This is an optimization exercise on Yosys and OpenROAD, whose aim is small area, a short achievable clock period and few clock cycles per item, not a production implementation.
No run shown here included a check of the RTL's function; only the layout flow was run.

==> flow/design.v, too long to show whole: its modules and the start of the top module <==
// module Divider_Modulo: 31 lines
// module div_stage0: 368 lines
// module div_stage1: 729 lines
// module div_stage2: 458 lines
module Divider_Modulo (clk, reset, mode, valid_in, divisor, dividend, result, valid_out);
  // ...
==> flow/flow/run.sh <==
#!/bin/bash
# Own layout flow: the standard synthesis unchanged, then the standard
# layout with these changes:
#  - ports are buffered with buf_4 cells instead of the slow delay buffers the
#    default port buffering picks;
#  - timing repair works to a setup slack margin of 14 ns (worst endpoint
#    only), so that after clock tree synthesis it speeds up the critical paths
#    although every path already meets the 25 ns clock;
set -euo pipefail
bash standard.sh synth > synth.log 2>&1
bash standard.sh "BUFFER_PORTS_ARGS=-buffer_cell sky130_fd_sc_hd__buf_4" \
  SETUP_SLACK_MARGIN=14 TNS_END_PERCENT=0 SKIP_INCREMENTAL_REPAIR=1 finish > layout.log 2>&1
==> flow/standard.sh <==
#!/bin/bash
# synth_recipe.tcl (not shown) runs the flow's synth.tcl, then flattens the netlist and writes it again
# the make line also repeats each setting of config.mk as NAME=value (left out here)
make -C /OpenROAD-flow-scripts/flow DESIGN_CONFIG=/design/flow/config.mk WORK_HOME=/design/flow/orfs CLKGATE_MAP_FILE= SYNTH_SCRIPT=/design/flow/synth_recipe.tcl "${@:-finish}"
==> flow/config.mk <==
export PLATFORM = sky130hd
export DESIGN_NAME = Divider_Modulo
export DESIGN_NICKNAME = Divider_Modulo
export VERILOG_FILES = /design/flow/design.v
export SDC_FILE = /design/flow/constraint.sdc
export NUM_CORES = 4
export LEC_CHECK = 0
export ABC_AREA = 1
export CAP_MARGIN = 20
export CORE_MARGIN = 2
export CORE_UTILIZATION = 40
export SLEW_MARGIN = 20
export SYNTH_HIERARCHICAL = 1
==> flow/constraint.sdc <==
create_clock -name core_clock -period 25.0 [get_ports {clk}]
set_input_delay 5.0000 -clock core_clock [delete_from_list [all_inputs] [get_ports {clk}]]
set_output_delay 5.0000 -clock core_clock [all_outputs]
set_load 0.01 [all_outputs]
==> flow_summary.toml, run 1 <==
[synthesis]
synth_edf_count = 0
async_flop_share_pct = 2.04
synth.area.mux_share_pct = 0
synth_compound_area_share_pct = 2.65

[floorplan]
fp-row-count = 78

[clock_tree]
clock-root-buffer = "clkbuf_16"
cts_buffer_depth = 2
cts_buffers = 9
clk_latency_ns = 0.39

[run]
maxCapViolations = 0

[finish]
n_antenna_cell = 0
flops_and_latches = 98
final_cell_mix = "nand2_1 (1501), nand3_1 (675), inv_1 (423)"
comb.multi_input.count = 2919
clock_area_share_pct = 1.54

[run_status]
status = "complete, no violations"

[critical_path]
cp-start-kind = "flip-flop"
rr_endpoint = "rB[10]$_DFF_P_"

[sta]
fmax_ghz = 0.0872

[drt]
drt-initial-drc-count = 833
wl_met3_um = 956
vias = 21500

[placed_design]
place_area_um2 = 18700

[global_routing]
grt_pass1_vias = 20200
==> run 2: changes to the inputs <==
--- a/flow/design.v
+++ b/flow/design.v
@@ -389,18 +389,108 @@
 assign r_0d[8] = a_0d[8] ^ ((h0d_1 & ~(d[8] ^ s0d_1_G2_7)));
 assign r_0d[9] = a_0d[9] ^ ((h0d_1 & ~(d[9] ^ s0d_1_G6_8)));
 assign r_0d[10] = a_0d[10] ^ ((h0d_1 & ~(d[10] ^ s0d_1_G5_9)));
 assign r_0d[11] = a_0d[11] ^ ((h0d_1 & ~(d[11] ^ s0d_1_G6_10)));
 assign r_0d[12] = a_0d[12] ^ ((h0d_1 & ~(d[12] ^ s0d_1_G4_11)));
 assign r_0d[13] = a_0d[13] ^ ((h0d_1 & ~(d[13] ^ s0d_1_G6_12)));
 assign r_0d[14] = a_0d[14] ^ ((h0d_1 & ~(d[14] ^ s0d_1_G5_13)));
 wire [16:0] sh_0d = {sh_0c[15:0], q_0d};
-assign r_out = r_0d;
-assign sh_out = sh_0d[16:0];
+wire [15:0] a_0e = {r_0d, sh_0d[16:16]};
+wire [0:0] q_0e;
+wire [14:0] r_0e;
+wire s0e_1_g0 = a_0e[0] | ~d[0];
+wire s0e_1_g1 = a_0e[1] & ~d[1];
+wire s0e_1_p1 = a_0e[1] | ~d[1];
+wire s0e_1_g2 = a_0e[2] & ~d[2];
+wire s0e_1_p2 = a_0e[2] | ~d[2];
+wire s0e_1_g3 = a_0e[3] & ~d[3];
+wire s0e_1_p3 = a_0e[3] | ~d[3];
+wire s0e_1_g4 = a_0e[4] & ~d[4];
+wire s0e_1_p4 = a_0e[4] | ~d[4];
+wire s0e_1_g5 = a_0e[5] & ~d[5];
+wire s0e_1_p5 = a_0e[5] | ~d[5];
+wire s0e_1_g6 = a_0e[6] & ~d[6];
+wire s0e_1_p6 = a_0e[6] | ~d[6];
+wire s0e_1_g7 = a_0e[7] & ~d[7];
+wire s0e_1_p7 = a_0e[7] | ~d[7];
+wire s0e_1_g8 = a_0e[8] & ~d[8];
+wire s0e_1_p8 = a_0e[8] | ~d[8];
+wire s0e_1_g9 = a_0e[9] & ~d[9];
+wire s0e_1_p9 = a_0e[9] | ~d[9];
+wire s0e_1_g10 = a_0e[10] & ~d[10];
+wire s0e_1_p10 = a_0e[10] | ~d[10];
+wire s0e_1_g11 = a_0e[11] & ~d[11];
+wire s0e_1_p11 = a_0e[11] | ~d[11];
+wire s0e_1_g12 = a_0e[12] & ~d[12];
+wire s0e_1_p12 = a_0e[12] | ~d[12];
+wire s0e_1_g13 = a_0e[13] & ~d[13];
+wire s0e_1_p13 = a_0e[13] | ~d[13];
+wire s0e_1_g14 = a_0e[14] & ~d[14];
+wire s0e_1_p14 = a_0e[14] | ~d[14];
+wire s0e_1_g15 = a_0e[15] & ~1'b0;
+wire s0e_1_p15 = a_0e[15] | ~1'b0;
+wire s0e_1_G0_1 = s0e_1_g1 | (s0e_1_p1 & s0e_1_g0);
+wire s0e_1_G0_3 = s0e_1_g3 | (s0e_1_p3 & s0e_1_g2);
+wire s0e_1_P0_3 = s0e_1_p3 & s0e_1_p2;
+wire s0e_1_G0_5 = s0e_1_g5 | (s0e_1_p5 & s0e_1_g4);
+wire s0e_1_P0_5 = s0e_1_p5 & s0e_1_p4;
+wire s0e_1_G0_7 = s0e_1_g7 | (s0e_1_p7 & s0e_1_g6);
+wire s0e_1_P0_7 = s0e_1_p7 & s0e_1_p6;
+wire s0e_1_G0_9 = s0e_1_g9 | (s0e_1_p9 & s0e_1_g8);
+wire s0e_1_P0_9 = s0e_1_p9 & s0e_1_p8;
+wire s0e_1_G0_11 = s0e_1_g11 | (s0e_1_p11 & s0e_1_g10);
+wire s0e_1_P0_11 = s0e_1_p11 & s0e_1_p10;
+wire s0e_1_G0_13 = s0e_1_g13 | (s0e_1_p13 & s0e_1_g12);
+wire s0e_1_P0_13 = s0e_1_p13 & s0e_1_p12;
+wire s0e_1_G0_15 = s0e_1_g15 | (s0e_1_p15 & s0e_1_g14);
+wire s0e_1_P0_15 = s0e_1_p15 & s0e_1_p14;
+wire s0e_1_G1_3 = s0e_1_G0_3 | (s0e_1_P0_3 & s0e_1_G0_1);
+wire s0e_1_G1_7 = s0e_1_G0_7 | (s0e_1_P0_7 & s0e_1_G0_5);
+wire s0e_1_P1_7 = s0e_1_P0_7 & s0e_1_P0_5;
+wire s0e_1_G1_11 = s0e_1_G0_11 | (s0e_1_P0_11 & s0e_1_G0_9);
+wire s0e_1_P1_11 = s0e_1_P0_11 & s0e_1_P0_9;
+wire s0e_1_G1_15 = s0e_1_G0_15 | (s0e_1_P0_15 & s0e_1_G0_13);
+wire s0e_1_P1_15 = s0e_1_P0_15 & s0e_1_P0_13;
+wire s0e_1_G2_7 = s0e_1_G1_7 | (s0e_1_P1_7 & s0e_1_G1_3);
+wire s0e_1_G2_15 = s0e_1_G1_15 | (s0e_1_P1_15 & s0e_1_G1_11);
+wire s0e_1_P2_15 = s0e_1_P1_15 & s0e_1_P1_11;
+wire s0e_1_G3_15 = s0e_1_G2_15 | (s0e_1_P2_15 & s0e_1_G2_7);
+wire s0e_1_G4_11 = s0e_1_G1_11 | (s0e_1_P1_11 & s0e_1_G2_7);
+wire s0e_1_G5_5 = s0e_1_G0_5 | (s0e_1_P0_5 & s0e_1_G1_3);
+wire s0e_1_G5_9 = s0e_1_G0_9 | (s0e_1_P0_9 & s0e_1_G2_7);
+wire s0e_1_G5_13 = s0e_1_G0_13 | (s0e_1_P0_13 & s0e_1_G4_11);
+wire s0e_1_G6_2 = s0e_1_g2 | (s0e_1_p2 & s0e_1_G0_1);
+wire s0e_1_G6_4 = s0e_1_g4 | (s0e_1_p4 & s0e_1_G1_3);
+wire s0e_1_G6_6 = s0e_1_g6 | (s0e_1_p6 & s0e_1_G5_5);
+wire s0e_1_G6_8 = s0e_1_g8 | (s0e_1_p8 & s0e_1_G2_7);
+wire s0e_1_G6_10 = s0e_1_g10 | (s0e_1_p10 & s0e_1_G5_9);
+wire s0e_1_G6_12 = s0e_1_g12 | (s0e_1_p12 & s0e_1_G4_11);
+wire s0e_1_G6_14 = s0e_1_g14 | (s0e_1_p14 & s0e_1_G5_13);
+wire ge0e_1 = s0e_1_G3_15;
+wire h0e_1 = ge0e_1;
+assign q_0e[0] = h0e_1;
+assign r_0e[0] = a_0e[0] ^ ((h0e_1 & ~(d[0] ^ 1'b1)));
+assign r_0e[1] = a_0e[1] ^ ((h0e_1 & ~(d[1] ^ s0e_1_g0)));
+assign r_0e[2] = a_0e[2] ^ ((h0e_1 & ~(d[2] ^ s0e_1_G0_1)));
+assign r_0e[3] = a_0e[3] ^ ((h0e_1 & ~(d[3] ^ s0e_1_G6_2)));
+assign r_0e[4] = a_0e[4] ^ ((h0e_1 & ~(d[4] ^ s0e_1_G1_3)));
+assign r_0e[5] = a_0e[5] ^ ((h0e_1 & ~(d[5] ^ s0e_1_G6_4)));
+assign r_0e[6] = a_0e[6] ^ ((h0e_1 & ~(d[6] ^ s0e_1_G5_5)));
+assign r_0e[7] = a_0e[7] ^ ((h0e_1 & ~(d[7] ^ s0e_1_G6_6)));
+assign r_0e[8] = a_0e[8] ^ ((h0e_1 & ~(d[8] ^ s0e_1_G2_7)));
+assign r_0e[9] = a_0e[9] ^ ((h0e_1 & ~(d[9] ^ s0e_1_G6_8)));
+assign r_0e[10] = a_0e[10] ^ ((h0e_1 & ~(d[10] ^ s0e_1_G5_9)));
+assign r_0e[11] = a_0e[11] ^ ((h0e_1 & ~(d[11] ^ s0e_1_G6_10)));
+assign r_0e[12] = a_0e[12] ^ ((h0e_1 & ~(d[12] ^ s0e_1_G4_11)));
+assign r_0e[13] = a_0e[13] ^ ((h0e_1 & ~(d[13] ^ s0e_1_G6_12)));
+assign r_0e[14] = a_0e[14] ^ ((h0e_1 & ~(d[14] ^ s0e_1_G5_13)));
+wire [16:0] sh_0e = {sh_0d[15:0], q_0e};
+assign r_out = r_0e;
+assign sh_out = sh_0e[16:0];
 endmodule
 module div_stage1 (r_in, sh_in, d, r_out, sh_out);
 input wire [14:0] r_in;
 input wire [16:0] sh_in;
 input wire [14:0] d;
 output wire [14:0] r_out;
 output wire [16:0] sh_out;
 wire [15:0] a_1a = {r_in, sh_in[16:16]};
@@ -1118,18 +1208,108 @@
 assign r_1h[8] = a_1h[8] ^ ((h1h_1 & ~(d[8] ^ s1h_1_G2_7)));
 assign r_1h[9] = a_1h[9] ^ ((h1h_1 & ~(d[9] ^ s1h_1_G6_8)));
 assign r_1h[10] = a_1h[10] ^ ((h1h_1 & ~(d[10] ^ s1h_1_G5_9)));
 assign r_1h[11] = a_1h[11] ^ ((h1h_1 & ~(d[11] ^ s1h_1_G6_10)));
 assign r_1h[12] = a_1h[12] ^ ((h1h_1 & ~(d[12] ^ s1h_1_G4_11)));
 assign r_1h[13] = a_1h[13] ^ ((h1h_1 & ~(d[13] ^ s1h_1_G6_12)));
 assign r_1h[14] = a_1h[14] ^ ((h1h_1 & ~(d[14] ^ s1h_1_G5_13)));
 wire [16:0] sh_1h = {sh_1g[15:0], q_1h};
-assign r_out = r_1h;
-assign sh_out = sh_1h[16:0];
+wire [15:0] a_1i = {r_1h, sh_1h[16:16]};
+wire [0:0] q_1i;
+wire [14:0] r_1i;
+wire s1i_1_g0 = a_1i[0] | ~d[0];
+wire s1i_1_g1 = a_1i[1] & ~d[1];
+wire s1i_1_p1 = a_1i[1] | ~d[1];
+wire s1i_1_g2 = a_1i[2] & ~d[2];
+wire s1i_1_p2 = a_1i[2] | ~d[2];
+wire s1i_1_g3 = a_1i[3] & ~d[3];
+wire s1i_1_p3 = a_1i[3] | ~d[3];
+wire s1i_1_g4 = a_1i[4] & ~d[4];
+wire s1i_1_p4 = a_1i[4] | ~d[4];
+wire s1i_1_g5 = a_1i[5] & ~d[5];
+wire s1i_1_p5 = a_1i[5] | ~d[5];
+wire s1i_1_g6 = a_1i[6] & ~d[6];
+wire s1i_1_p6 = a_1i[6] | ~d[6];
+wire s1i_1_g7 = a_1i[7] & ~d[7];
+wire s1i_1_p7 = a_1i[7] | ~d[7];
+wire s1i_1_g8 = a_1i[8] & ~d[8];
+wire s1i_1_p8 = a_1i[8] | ~d[8];
+wire s1i_1_g9 = a_1i[9] & ~d[9];
+wire s1i_1_p9 = a_1i[9] | ~d[9];
+wire s1i_1_g10 = a_1i[10] & ~d[10];
+wire s1i_1_p10 = a_1i[10] | ~d[10];
+wire s1i_1_g11 = a_1i[11] & ~d[11];
+wire s1i_1_p11 = a_1i[11] | ~d[11];
+wire s1i_1_g12 = a_1i[12] & ~d[12];
+wire s1i_1_p12 = a_1i[12] | ~d[12];
+wire s1i_1_g13 = a_1i[13] & ~d[13];
+wire s1i_1_p13 = a_1i[13] | ~d[13];
+wire s1i_1_g14 = a_1i[14] & ~d[14];
+wire s1i_1_p14 = a_1i[14] | ~d[14];
+wire s1i_1_g15 = a_1i[15] & ~1'b0;
+wire s1i_1_p15 = a_1i[15] | ~1'b0;
+wire s1i_1_G0_1 = s1i_1_g1 | (s1i_1_p1 & s1i_1_g0);
+wire s1i_1_G0_3 = s1i_1_g3 | (s1i_1_p3 & s1i_1_g2);
+wire s1i_1_P0_3 = s1i_1_p3 & s1i_1_p2;
+wire s1i_1_G0_5 = s1i_1_g5 | (s1i_1_p5 & s1i_1_g4);
+wire s1i_1_P0_5 = s1i_1_p5 & s1i_1_p4;
+wire s1i_1_G0_7 = s1i_1_g7 | (s1i_1_p7 & s1i_1_g6);
+wire s1i_1_P0_7 = s1i_1_p7 & s1i_1_p6;
+wire s1i_1_G0_9 = s1i_1_g9 | (s1i_1_p9 & s1i_1_g8);
+wire s1i_1_P0_9 = s1i_1_p9 & s1i_1_p8;
+wire s1i_1_G0_11 = s1i_1_g11 | (s1i_1_p11 & s1i_1_g10);
+wire s1i_1_P0_11 = s1i_1_p11 & s1i_1_p10;
+wire s1i_1_G0_13 = s1i_1_g13 | (s1i_1_p13 & s1i_1_g12);
+wire s1i_1_P0_13 = s1i_1_p13 & s1i_1_p12;
+wire s1i_1_G0_15 = s1i_1_g15 | (s1i_1_p15 & s1i_1_g14);
+wire s1i_1_P0_15 = s1i_1_p15 & s1i_1_p14;
+wire s1i_1_G1_3 = s1i_1_G0_3 | (s1i_1_P0_3 & s1i_1_G0_1);
+wire s1i_1_G1_7 = s1i_1_G0_7 | (s1i_1_P0_7 & s1i_1_G0_5);
+wire s1i_1_P1_7 = s1i_1_P0_7 & s1i_1_P0_5;
+wire s1i_1_G1_11 = s1i_1_G0_11 | (s1i_1_P0_11 & s1i_1_G0_9);
+wire s1i_1_P1_11 = s1i_1_P0_11 & s1i_1_P0_9;
+wire s1i_1_G1_15 = s1i_1_G0_15 | (s1i_1_P0_15 & s1i_1_G0_13);
+wire s1i_1_P1_15 = s1i_1_P0_15 & s1i_1_P0_13;
+wire s1i_1_G2_7 = s1i_1_G1_7 | (s1i_1_P1_7 & s1i_1_G1_3);
+wire s1i_1_G2_15 = s1i_1_G1_15 | (s1i_1_P1_15 & s1i_1_G1_11);
+wire s1i_1_P2_15 = s1i_1_P1_15 & s1i_1_P1_11;
+wire s1i_1_G3_15 = s1i_1_G2_15 | (s1i_1_P2_15 & s1i_1_G2_7);
+wire s1i_1_G4_11 = s1i_1_G1_11 | (s1i_1_P1_11 & s1i_1_G2_7);
+wire s1i_1_G5_5 = s1i_1_G0_5 | (s1i_1_P0_5 & s1i_1_G1_3);
+wire s1i_1_G5_9 = s1i_1_G0_9 | (s1i_1_P0_9 & s1i_1_G2_7);
+wire s1i_1_G5_13 = s1i_1_G0_13 | (s1i_1_P0_13 & s1i_1_G4_11);
+wire s1i_1_G6_2 = s1i_1_g2 | (s1i_1_p2 & s1i_1_G0_1);
+wire s1i_1_G6_4 = s1i_1_g4 | (s1i_1_p4 & s1i_1_G1_3);
+wire s1i_1_G6_6 = s1i_1_g6 | (s1i_1_p6 & s1i_1_G5_5);
+wire s1i_1_G6_8 = s1i_1_g8 | (s1i_1_p8 & s1i_1_G2_7);
+wire s1i_1_G6_10 = s1i_1_g10 | (s1i_1_p10 & s1i_1_G5_9);
+wire s1i_1_G6_12 = s1i_1_g12 | (s1i_1_p12 & s1i_1_G4_11);
+wire s1i_1_G6_14 = s1i_1_g14 | (s1i_1_p14 & s1i_1_G5_13);
+wire ge1i_1 = s1i_1_G3_15;
+wire h1i_1 = ge1i_1;
+assign q_1i[0] = h1i_1;
+assign r_1i[0] = a_1i[0] ^ ((h1i_1 & ~(d[0] ^ 1'b1)));
+assign r_1i[1] = a_1i[1] ^ ((h1i_1 & ~(d[1] ^ s1i_1_g0)));
+assign r_1i[2] = a_1i[2] ^ ((h1i_1 & ~(d[2] ^ s1i_1_G0_1)));
+assign r_1i[3] = a_1i[3] ^ ((h1i_1 & ~(d[3] ^ s1i_1_G6_2)));
+assign r_1i[4] = a_1i[4] ^ ((h1i_1 & ~(d[4] ^ s1i_1_G1_3)));
+assign r_1i[5] = a_1i[5] ^ ((h1i_1 & ~(d[5] ^ s1i_1_G6_4)));
+assign r_1i[6] = a_1i[6] ^ ((h1i_1 & ~(d[6] ^ s1i_1_G5_5)));
+assign r_1i[7] = a_1i[7] ^ ((h1i_1 & ~(d[7] ^ s1i_1_G6_6)));
+assign r_1i[8] = a_1i[8] ^ ((h1i_1 & ~(d[8] ^ s1i_1_G2_7)));
+assign r_1i[9] = a_1i[9] ^ ((h1i_1 & ~(d[9] ^ s1i_1_G6_8)));
+assign r_1i[10] = a_1i[10] ^ ((h1i_1 & ~(d[10] ^ s1i_1_G5_9)));
+assign r_1i[11] = a_1i[11] ^ ((h1i_1 & ~(d[11] ^ s1i_1_G6_10)));
+assign r_1i[12] = a_1i[12] ^ ((h1i_1 & ~(d[12] ^ s1i_1_G4_11)));
+assign r_1i[13] = a_1i[13] ^ ((h1i_1 & ~(d[13] ^ s1i_1_G6_12)));
+assign r_1i[14] = a_1i[14] ^ ((h1i_1 & ~(d[14] ^ s1i_1_G5_13)));
+wire [16:0] sh_1i = {sh_1h[15:0], q_1i};
+assign r_out = r_1i;
+assign sh_out = sh_1i[16:0];
 endmodule
 module div_stage2 (r_in, sh_in, d, mode, result);
 input wire [14:0] r_in;
 input wire [16:0] sh_in;
 input wire [14:0] d;
 input wire mode;
 output wire [16:0] result;
 wire [15:0] a_2a = {r_in, sh_in[16:16]};
@@ -1397,190 +1577,10 @@
 assign r_2c[8] = a_2c[8] ^ ((h2c_1 & ~(d[8] ^ s2c_1_G2_7)));
 assign r_2c[9] = a_2c[9] ^ ((h2c_1 & ~(d[9] ^ s2c_1_G6_8)));
 assign r_2c[10] = a_2c[10] ^ ((h2c_1 & ~(d[10] ^ s2c_1_G5_9)));
 assign r_2c[11] = a_2c[11] ^ ((h2c_1 & ~(d[11] ^ s2c_1_G6_10)));
 assign r_2c[12] = a_2c[12] ^ ((h2c_1 & ~(d[12] ^ s2c_1_G4_11)));
 assign r_2c[13] = a_2c[13] ^ ((h2c_1 & ~(d[13] ^ s2c_1_G6_12)));
 assign r_2c[14] = a_2c[14] ^ ((h2c_1 & ~(d[14] ^ s2c_1_G5_13)));
 wire [16:0] sh_2c = {sh_2b[15:0], q_2c};
-wire [15:0] a_2d = {r_2c, sh_2c[16:16]};
-wire [0:0] q_2d;
-wire [14:0] r_2d;
-wire s2d_1_g0 = a_2d[0] | ~d[0];
-wire s2d_1_g1 = a_2d[1] & ~d[1];
-wire s2d_1_p1 = a_2d[1] | ~d[1];
-wire s2d_1_g2 = a_2d[2] & ~d[2];
-wire s2d_1_p2 = a_2d[2] | ~d[2];
-wire s2d_1_g3 = a_2d[3] & ~d[3];
-wire s2d_1_p3 = a_2d[3] | ~d[3];
-wire s2d_1_g4 = a_2d[4] & ~d[4];
-wire s2d_1_p4 = a_2d[4] | ~d[4];
-wire s2d_1_g5 = a_2d[5] & ~d[5];
-wire s2d_1_p5 = a_2d[5] | ~d[5];
-wire s2d_1_g6 = a_2d[6] & ~d[6];
-wire s2d_1_p6 = a_2d[6] | ~d[6];
-wire s2d_1_g7 = a_2d[7] & ~d[7];
-wire s2d_1_p7 = a_2d[7] | ~d[7];
-wire s2d_1_g8 = a_2d[8] & ~d[8];
-wire s2d_1_p8 = a_2d[8] | ~d[8];
-wire s2d_1_g9 = a_2d[9] & ~d[9];
-wire s2d_1_p9 = a_2d[9] | ~d[9];
-wire s2d_1_g10 = a_2d[10] & ~d[10];
-wire s2d_1_p10 = a_2d[10] | ~d[10];
-wire s2d_1_g11 = a_2d[11] & ~d[11];
-wire s2d_1_p11 = a_2d[11] | ~d[11];
-wire s2d_1_g12 = a_2d[12] & ~d[12];
-wire s2d_1_p12 = a_2d[12] | ~d[12];
-wire s2d_1_g13 = a_2d[13] & ~d[13];
-wire s2d_1_p13 = a_2d[13] | ~d[13];
-wire s2d_1_g14 = a_2d[14] & ~d[14];
-wire s2d_1_p14 = a_2d[14] | ~d[14];
-wire s2d_1_g15 = a_2d[15] & ~1'b0;
-wire s2d_1_p15 = a_2d[15] | ~1'b0;
-wire s2d_1_G0_1 = s2d_1_g1 | (s2d_1_p1 & s2d_1_g0);
-wire s2d_1_G0_3 = s2d_1_g3 | (s2d_1_p3 & s2d_1_g2);
-wire s2d_1_P0_3 = s2d_1_p3 & s2d_1_p2;
-wire s2d_1_G0_5 = s2d_1_g5 | (s2d_1_p5 & s2d_1_g4);
-wire s2d_1_P0_5 = s2d_1_p5 & s2d_1_p4;
-wire s2d_1_G0_7 = s2d_1_g7 | (s2d_1_p7 & s2d_1_g6);
-wire s2d_1_P0_7 = s2d_1_p7 & s2d_1_p6;
-wire s2d_1_G0_9 = s2d_1_g9 | (s2d_1_p9 & s2d_1_g8);
-wire s2d_1_P0_9 = s2d_1_p9 & s2d_1_p8;
-wire s2d_1_G0_11 = s2d_1_g11 | (s2d_1_p11 & s2d_1_g10);
-wire s2d_1_P0_11 = s2d_1_p11 & s2d_1_p10;
-wire s2d_1_G0_13 = s2d_1_g13 | (s2d_1_p13 & s2d_1_g12);
-wire s2d_1_P0_13 = s2d_1_p13 & s2d_1_p12;
-wire s2d_1_G0_15 = s2d_1_g15 | (s2d_1_p15 & s2d_1_g14);
-wire s2d_1_P0_15 = s2d_1_p15 & s2d_1_p14;
-wire s2d_1_G1_3 = s2d_1_G0_3 | (s2d_1_P0_3 & s2d_1_G0_1);
-wire s2d_1_G1_7 = s2d_1_G0_7 | (s2d_1_P0_7 & s2d_1_G0_5);
-wire s2d_1_P1_7 = s2d_1_P0_7 & s2d_1_P0_5;
-wire s2d_1_G1_11 = s2d_1_G0_11 | (s2d_1_P0_11 & s2d_1_G0_9);
-wire s2d_1_P1_11 = s2d_1_P0_11 & s2d_1_P0_9;
-wire s2d_1_G1_15 = s2d_1_G0_15 | (s2d_1_P0_15 & s2d_1_G0_13);
-wire s2d_1_P1_15 = s2d_1_P0_15 & s2d_1_P0_13;
-wire s2d_1_G2_7 = s2d_1_G1_7 | (s2d_1_P1_7 & s2d_1_G1_3);
-wire s2d_1_G2_15 = s2d_1_G1_15 | (s2d_1_P1_15 & s2d_1_G1_11);
-wire s2d_1_P2_15 = s2d_1_P1_15 & s2d_1_P1_11;
-wire s2d_1_G3_15 = s2d_1_G2_15 | (s2d_1_P2_15 & s2d_1_G2_7);
-wire s2d_1_G4_11 = s2d_1_G1_11 | (s2d_1_P1_11 & s2d_1_G2_7);
-wire s2d_1_G5_5 = s2d_1_G0_5 | (s2d_1_P0_5 & s2d_1_G1_3);
-wire s2d_1_G5_9 = s2d_1_G0_9 | (s2d_1_P0_9 & s2d_1_G2_7);
-wire s2d_1_G5_13 = s2d_1_G0_13 | (s2d_1_P0_13 & s2d_1_G4_11);
-wire s2d_1_G6_2 = s2d_1_g2 | (s2d_1_p2 & s2d_1_G0_1);
-wire s2d_1_G6_4 = s2d_1_g4 | (s2d_1_p4 & s2d_1_G1_3);
-wire s2d_1_G6_6 = s2d_1_g6 | (s2d_1_p6 & s2d_1_G5_5);
-wire s2d_1_G6_8 = s2d_1_g8 | (s2d_1_p8 & s2d_1_G2_7);
-wire s2d_1_G6_10 = s2d_1_g10 | (s2d_1_p10 & s2d_1_G5_9);
-wire s2d_1_G6_12 = s2d_1_g12 | (s2d_1_p12 & s2d_1_G4_11);
-wire s2d_1_G6_14 = s2d_1_g14 | (s2d_1_p14 & s2d_1_G5_13);
-wire ge2d_1 = s2d_1_G3_15;
-wire h2d_1 = ge2d_1;
-assign q_2d[0] = h2d_1;
-assign r_2d[0] = a_2d[0] ^ ((h2d_1 & ~(d[0] ^ 1'b1)));
-assign r_2d[1] = a_2d[1] ^ ((h2d_1 & ~(d[1] ^ s2d_1_g0)));
-assign r_2d[2] = a_2d[2] ^ ((h2d_1 & ~(d[2] ^ s2d_1_G0_1)));
-assign r_2d[3] = a_2d[3] ^ ((h2d_1 & ~(d[3] ^ s2d_1_G6_2)));
-assign r_2d[4] = a_2d[4] ^ ((h2d_1 & ~(d[4] ^ s2d_1_G1_3)));
-assign r_2d[5] = a_2d[5] ^ ((h2d_1 & ~(d[5] ^ s2d_1_G6_4)));
-assign r_2d[6] = a_2d[6] ^ ((h2d_1 & ~(d[6] ^ s2d_1_G5_5)));
-assign r_2d[7] = a_2d[7] ^ ((h2d_1 & ~(d[7] ^ s2d_1_G6_6)));
-assign r_2d[8] = a_2d[8] ^ ((h2d_1 & ~(d[8] ^ s2d_1_G2_7)));
-assign r_2d[9] = a_2d[9] ^ ((h2d_1 & ~(d[9] ^ s2d_1_G6_8)));
-assign r_2d[10] = a_2d[10] ^ ((h2d_1 & ~(d[10] ^ s2d_1_G5_9)));
-assign r_2d[11] = a_2d[11] ^ ((h2d_1 & ~(d[11] ^ s2d_1_G6_10)));
-assign r_2d[12] = a_2d[12] ^ ((h2d_1 & ~(d[12] ^ s2d_1_G4_11)));
-assign r_2d[13] = a_2d[13] ^ ((h2d_1 & ~(d[13] ^ s2d_1_G6_12)));
-assign r_2d[14] = a_2d[14] ^ ((h2d_1 & ~(d[14] ^ s2d_1_G5_13)));
-wire [16:0] sh_2d = {sh_2c[15:0], q_2d};
-wire [15:0] a_2e = {r_2d, sh_2d[16:16]};
-wire [0:0] q_2e;
-wire [14:0] r_2e;
-wire s2e_1_g0 = a_2e[0] | ~d[0];
-wire s2e_1_g1 = a_2e[1] & ~d[1];
-wire s2e_1_p1 = a_2e[1] | ~d[1];
-wire s2e_1_g2 = a_2e[2] & ~d[2];
-wire s2e_1_p2 = a_2e[2] | ~d[2];
-wire s2e_1_g3 = a_2e[3] & ~d[3];
-wire s2e_1_p3 = a_2e[3] | ~d[3];
-wire s2e_1_g4 = a_2e[4] & ~d[4];
-wire s2e_1_p4 = a_2e[4] | ~d[4];
-wire s2e_1_g5 = a_2e[5] & ~d[5];
-wire s2e_1_p5 = a_2e[5] | ~d[5];
-wire s2e_1_g6 = a_2e[6] & ~d[6];
-wire s2e_1_p6 = a_2e[6] | ~d[6];
-wire s2e_1_g7 = a_2e[7] & ~d[7];
-wire s2e_1_p7 = a_2e[7] | ~d[7];
-wire s2e_1_g8 = a_2e[8] & ~d[8];
-wire s2e_1_p8 = a_2e[8] | ~d[8];
-wire s2e_1_g9 = a_2e[9] & ~d[9];
-wire s2e_1_p9 = a_2e[9] | ~d[9];
-wire s2e_1_g10 = a_2e[10] & ~d[10];
-wire s2e_1_p10 = a_2e[10] | ~d[10];
-wire s2e_1_g11 = a_2e[11] & ~d[11];
-wire s2e_1_p11 = a_2e[11] | ~d[11];
-wire s2e_1_g12 = a_2e[12] & ~d[12];
-wire s2e_1_p12 = a_2e[12] | ~d[12];
-wire s2e_1_g13 = a_2e[13] & ~d[13];
-wire s2e_1_p13 = a_2e[13] | ~d[13];
-wire s2e_1_g14 = a_2e[14] & ~d[14];
-wire s2e_1_p14 = a_2e[14] | ~d[14];
-wire s2e_1_g15 = a_2e[15] & ~1'b0;
-wire s2e_1_p15 = a_2e[15] | ~1'b0;
-wire s2e_1_G0_1 = s2e_1_g1 | (s2e_1_p1 & s2e_1_g0);
-wire s2e_1_G0_3 = s2e_1_g3 | (s2e_1_p3 & s2e_1_g2);
-wire s2e_1_P0_3 = s2e_1_p3 & s2e_1_p2;
-wire s2e_1_G0_5 = s2e_1_g5 | (s2e_1_p5 & s2e_1_g4);
-wire s2e_1_P0_5 = s2e_1_p5 & s2e_1_p4;
-wire s2e_1_G0_7 = s2e_1_g7 | (s2e_1_p7 & s2e_1_g6);
-wire s2e_1_P0_7 = s2e_1_p7 & s2e_1_p6;
-wire s2e_1_G0_9 = s2e_1_g9 | (s2e_1_p9 & s2e_1_g8);
-wire s2e_1_P0_9 = s2e_1_p9 & s2e_1_p8;
-wire s2e_1_G0_11 = s2e_1_g11 | (s2e_1_p11 & s2e_1_g10);
-wire s2e_1_P0_11 = s2e_1_p11 & s2e_1_p10;
-wire s2e_1_G0_13 = s2e_1_g13 | (s2e_1_p13 & s2e_1_g12);
-wire s2e_1_P0_13 = s2e_1_p13 & s2e_1_p12;
-wire s2e_1_G0_15 = s2e_1_g15 | (s2e_1_p15 & s2e_1_g14);
-wire s2e_1_P0_15 = s2e_1_p15 & s2e_1_p14;
-wire s2e_1_G1_3 = s2e_1_G0_3 | (s2e_1_P0_3 & s2e_1_G0_1);
-wire s2e_1_G1_7 = s2e_1_G0_7 | (s2e_1_P0_7 & s2e_1_G0_5);
-wire s2e_1_P1_7 = s2e_1_P0_7 & s2e_1_P0_5;
-wire s2e_1_G1_11 = s2e_1_G0_11 | (s2e_1_P0_11 & s2e_1_G0_9);
-wire s2e_1_P1_11 = s2e_1_P0_11 & s2e_1_P0_9;
-wire s2e_1_G1_15 = s2e_1_G0_15 | (s2e_1_P0_15 & s2e_1_G0_13);
-wire s2e_1_P1_15 = s2e_1_P0_15 & s2e_1_P0_13;
-wire s2e_1_G2_7 = s2e_1_G1_7 | (s2e_1_P1_7 & s2e_1_G1_3);
-wire s2e_1_G2_15 = s2e_1_G1_15 | (s2e_1_P1_15 & s2e_1_G1_11);
-wire s2e_1_P2_15 = s2e_1_P1_15 & s2e_1_P1_11;
-wire s2e_1_G3_15 = s2e_1_G2_15 | (s2e_1_P2_15 & s2e_1_G2_7);
-wire s2e_1_G4_11 = s2e_1_G1_11 | (s2e_1_P1_11 & s2e_1_G2_7);
-wire s2e_1_G5_5 = s2e_1_G0_5 | (s2e_1_P0_5 & s2e_1_G1_3);
-wire s2e_1_G5_9 = s2e_1_G0_9 | (s2e_1_P0_9 & s2e_1_G2_7);
-wire s2e_1_G5_13 = s2e_1_G0_13 | (s2e_1_P0_13 & s2e_1_G4_11);
-wire s2e_1_G6_2 = s2e_1_g2 | (s2e_1_p2 & s2e_1_G0_1);
-wire s2e_1_G6_4 = s2e_1_g4 | (s2e_1_p4 & s2e_1_G1_3);
-wire s2e_1_G6_6 = s2e_1_g6 | (s2e_1_p6 & s2e_1_G5_5);
-wire s2e_1_G6_8 = s2e_1_g8 | (s2e_1_p8 & s2e_1_G2_7);
-wire s2e_1_G6_10 = s2e_1_g10 | (s2e_1_p10 & s2e_1_G5_9);
-wire s2e_1_G6_12 = s2e_1_g12 | (s2e_1_p12 & s2e_1_G4_11);
-wire s2e_1_G6_14 = s2e_1_g14 | (s2e_1_p14 & s2e_1_G5_13);
-wire ge2e_1 = s2e_1_G3_15;
-wire h2e_1 = ge2e_1;
-assign q_2e[0] = h2e_1;
-assign r_2e[0] = a_2e[0] ^ ((h2e_1 & ~(d[0] ^ 1'b1)));
-assign r_2e[1] = a_2e[1] ^ ((h2e_1 & ~(d[1] ^ s2e_1_g0)));
-assign r_2e[2] = a_2e[2] ^ ((h2e_1 & ~(d[2] ^ s2e_1_G0_1)));
-assign r_2e[3] = a_2e[3] ^ ((h2e_1 & ~(d[3] ^ s2e_1_G6_2)));
-assign r_2e[4] = a_2e[4] ^ ((h2e_1 & ~(d[4] ^ s2e_1_G1_3)));
-assign r_2e[5] = a_2e[5] ^ ((h2e_1 & ~(d[5] ^ s2e_1_G6_4)));
-assign r_2e[6] = a_2e[6] ^ ((h2e_1 & ~(d[6] ^ s2e_1_G5_5)));
-assign r_2e[7] = a_2e[7] ^ ((h2e_1 & ~(d[7] ^ s2e_1_G6_6)));
-assign r_2e[8] = a_2e[8] ^ ((h2e_1 & ~(d[8] ^ s2e_1_G2_7)));
-assign r_2e[9] = a_2e[9] ^ ((h2e_1 & ~(d[9] ^ s2e_1_G6_8)));
-assign r_2e[10] = a_2e[10] ^ ((h2e_1 & ~(d[10] ^ s2e_1_G5_9)));
-assign r_2e[11] = a_2e[11] ^ ((h2e_1 & ~(d[11] ^ s2e_1_G6_10)));
-assign r_2e[12] = a_2e[12] ^ ((h2e_1 & ~(d[12] ^ s2e_1_G4_11)));
-assign r_2e[13] = a_2e[13] ^ ((h2e_1 & ~(d[13] ^ s2e_1_G6_12)));
-assign r_2e[14] = a_2e[14] ^ ((h2e_1 & ~(d[14] ^ s2e_1_G5_13)));
-wire [16:0] sh_2e = {sh_2d[15:0], q_2e};
-assign result = mode ? {2'b0, r_2e} : sh_2e[16:0];
+assign result = mode ? {2'b0, r_2c} : sh_2c[16:0];
 endmodule
==> flow_summary.toml, run 2 <==
[floorplan]
floorplan.initialDensity_pct = 40.6
fp-row-count = 78
die_area_um2 = 48000
die_h_um = 219
core_area_um2 = 45600
die_width_um = 219
ios = 85

[drt]
via_per_inst = 5.00
drc = 0
drt-initial-drc-count = 945
wl_um = 48100
vias = 21100
firstDrtPassIters = 5
ant_nets = 0
wl_per_cell_um = 11.4

[critical_path]
critPathSlowestCell = "dfxtp_4"
cp.required_ns = 25.27
regToRegSetupSlack_ns = 14.02
cp_max_fo = 35
cp_common_cell = "nand2_1"
crit_path_max_incr_delay_ns = 0.42
critPathLaunch = "dA[4]$_DFF_P_"
cp.arrival_ns = 11.25
cp-start-kind = "flip-flop"
reg2reg_depth = 82
regToRegStartpoint = "dA[4]$_DFF_P_"
cp-end-kind = "flip-flop"
rr_endpoint = "rB[3]$_DFF_P_"
criticalPathCategory = "flip-flop to flip-flop"

[run_status]
status = "complete, no violations"

[finish]
final_cell_mix = "nand2_1 (1537), nand3_1 (705), inv_1 (435)"
final_common_cell = "nand2_1"
multiInputGateArea_um2 = 14000
n_fill_cell = 5107
final-seq-area_um2 = 2020
final_util_pct = 43.2
top_regs = "shA x17, shB x17"
nNetsFinal = 3651
layout-drive-gt1-share_pct = 10.1
area_growth_pct = 6.23

[sta]
hold_viol_final = 0
final_max_slew_viol_count = 0
fin_crit_sh_pct = 43.9
worst_slew_pin_slew_ns = 0.516
setup_tns_ns = 0
fmax_ghz = 0.0911
post-route-min-period_ns = 10.98
finalSetupViolCount = 0
skew_ns = 0.0177
maxSlewHeadroom_pct = 65.5

[clock_tree]
cts_buffer_depth = 2
cts.sinks = 98
tritoncts = "built"
clock-root-buffer = "clkbuf_16"
cts.clk_slew.worst_paths_ns = 0.08
cts_buffers = 9
cts_max_level = 3
cts_setup_buffers = 16
cts_hold_buf = 0
clk_latency_ns = 0.38
ctsResizeCount = 84

[synthesis]
synthTopCellsByArea = "nand2_1 (31%), nand3_1 (19%), dfxtp_1 (10%)"
async_flop_share_pct = 2.04
synth_common_cells = "nand2_1 (1542), nand3_1 (706), inv_1 (437), nor2_1 (121), nand4_1 (111)"
synth_edf_count = 0
yosysSeqAreaShare_pct = 10.7
ys_ff_latch = 98
yosys.area.top_type = "nand2_1"
netlist_area_um2 = 18500
synthFlopType = "dfxtp_1"
synth_cell_types = 41
yosysWarnings = 7
synth.avg_cell_area_um2 = 5.08
synthCells = 3642
post-synth-top-count-cell = "nand2_1"
synth_top_area_share_pct = 31.3

[global_routing]
grt_max_degree = 36
grtUsageTotal_pct = 20.8
antenna_found_initial = 4
overflow = 0
grt_pass1_wl_um = 85100
grt_pass1_vias = 19800

[placed_design]
dp_hpwl_um = 37100
place.gp.congestion = 0.842
portBuffers = 68

[hold_path]
hold_start = "shA[4]$_DFF_P_"
min_to = "shB[13]$_DFF_P_"
hold-path-cell-count = 0
hp-class = "flip-flop to flip-flop"

[run]
maxCapViolations = 0
## run 2: cell count changes in the layout (fill, tap and decap cells not counted), sizes merged, moves of 3 or more
cell and change:
buf -104, nand2 -20, nand3b +12, a21oi +9
nand4 +9, nor2 -5, nand3 -4, xor2 -4
diode +3, or2 -3
## run 2: metrics by stage
stage,cells,worst slack [ns],instance area [um^2],hold slack (ns)
6_report,4207,14.02,19700,0.328
3_3_place_gp,4153,11.91,18600,0.311
5_1_grt,4204,12.65,19700,0.327
3_5_place_dp,4153,11.79,18600,0.312
4_1_cts,4204,13.95,19700,0.329
2_1_floorplan,3656,15.18,18600,0.310
## run 2: cell families (layout without fill, tap and decap cells)
logic type / count (synthesis) / count (layout) / synth area share [%]
simple gates: 2678 / 2695 / 64.8
buf+inv: 670 / 601 / 16.7
xor+xnor: 103 / 103 / 5.08
flops: 98 / 98 / 10.7
compound gates: 92 / 92 / 2.79
other cells: 1 / 18 / 0.0203
## run 2: worst max path at each step
stage               slack (ns)  depth (start not counted)       endpoint
finish                   14.02                         82  rB[3]$_DFF_P_
global route             12.65                         89  rB[3]$_DFF_P_
CTS                      13.95                         88  rB[6]$_DFF_P_
detailed placement       11.79                         89  rB[6]$_DFF_P_
global placement         11.91                         87  rB[6]$_DFF_P_
floorplan                15.18                         51  rA[3]$_DFF_P_
## run 2: cell type report
cell class                 instances  share of cell area [%]
clock inverter                     7                   0.445
timing repair inverter             2                  0.0509
timing repair buffer              88                    3.51
clock buffer                       9                    1.15
multi-input combinational       2905                    71.2
sequential                        98                    10.3
antenna                            3                  0.0382
tap                              600                    3.82
inverter                         495                    9.56
## run 2: critical path, delay by kind of cell (launching register included)
kind,cells,cell delay (ns)
buffers and inverters,4,0.45
xor gates and xnor gates,1,0.14
and+or+nand+nor,76,9.47
DFF,1,0.42
AOI/OAI and AO/OA,1,0.32
## run 2: Yosys stat by module, one instance, submodules excluded
module          times used  flops+latches
div_stage0               1              0
div_stage2               1              0
div_stage1               1              0
Divider_Modulo           1             98
## run 2: layer usage
| layer | vias up | global-route usage [%] | wire (um) |
|---|---|---|---|
| met4 | 2 | 7.77 | 1400 |
| met2 | 314 | 40.6 | 24500 |
| li1 | 11400 | - | - |
| met5 | - | 0 | 13 |
| met3 | 97 | 3.20 | 1640 |
| met1 | 9219 | 22.3 | 20600 |

==> afterwards: timing with drivers on the ports <==
How much do the figures lean on ideal ports? The routed layouts below were timed once more, with nothing changed but the port constraints.
Step 1 sets driving cells, clkbuf_16 on the clock port and buf_2 on the other inputs (assumed; they add their load-dependent delay and slew).
Step 2, shift: input delay + t, output delay - t, t = (earliest + latest rising clock arrival at the registers) / 2. This alone moves slack from input paths to output paths.
a / b / c = no drivers / after step 1 / after step 2; a / b = the first two.
run	t (ns)	setup WS [ns]	latest minus earliest clock arrival (ns)
run 1	0.435	13.526 / 13.476 / 13.911	0.014 / 0.015
run 2	0.422	14.025 / 14.025 / 13.674	0.017 / 0.017
After both steps setup and hold are still met in every run listed. For run 2, which loses most, drivers alone change the setup slack by 0.000 ns; drivers and shift together by -0.351 ns.
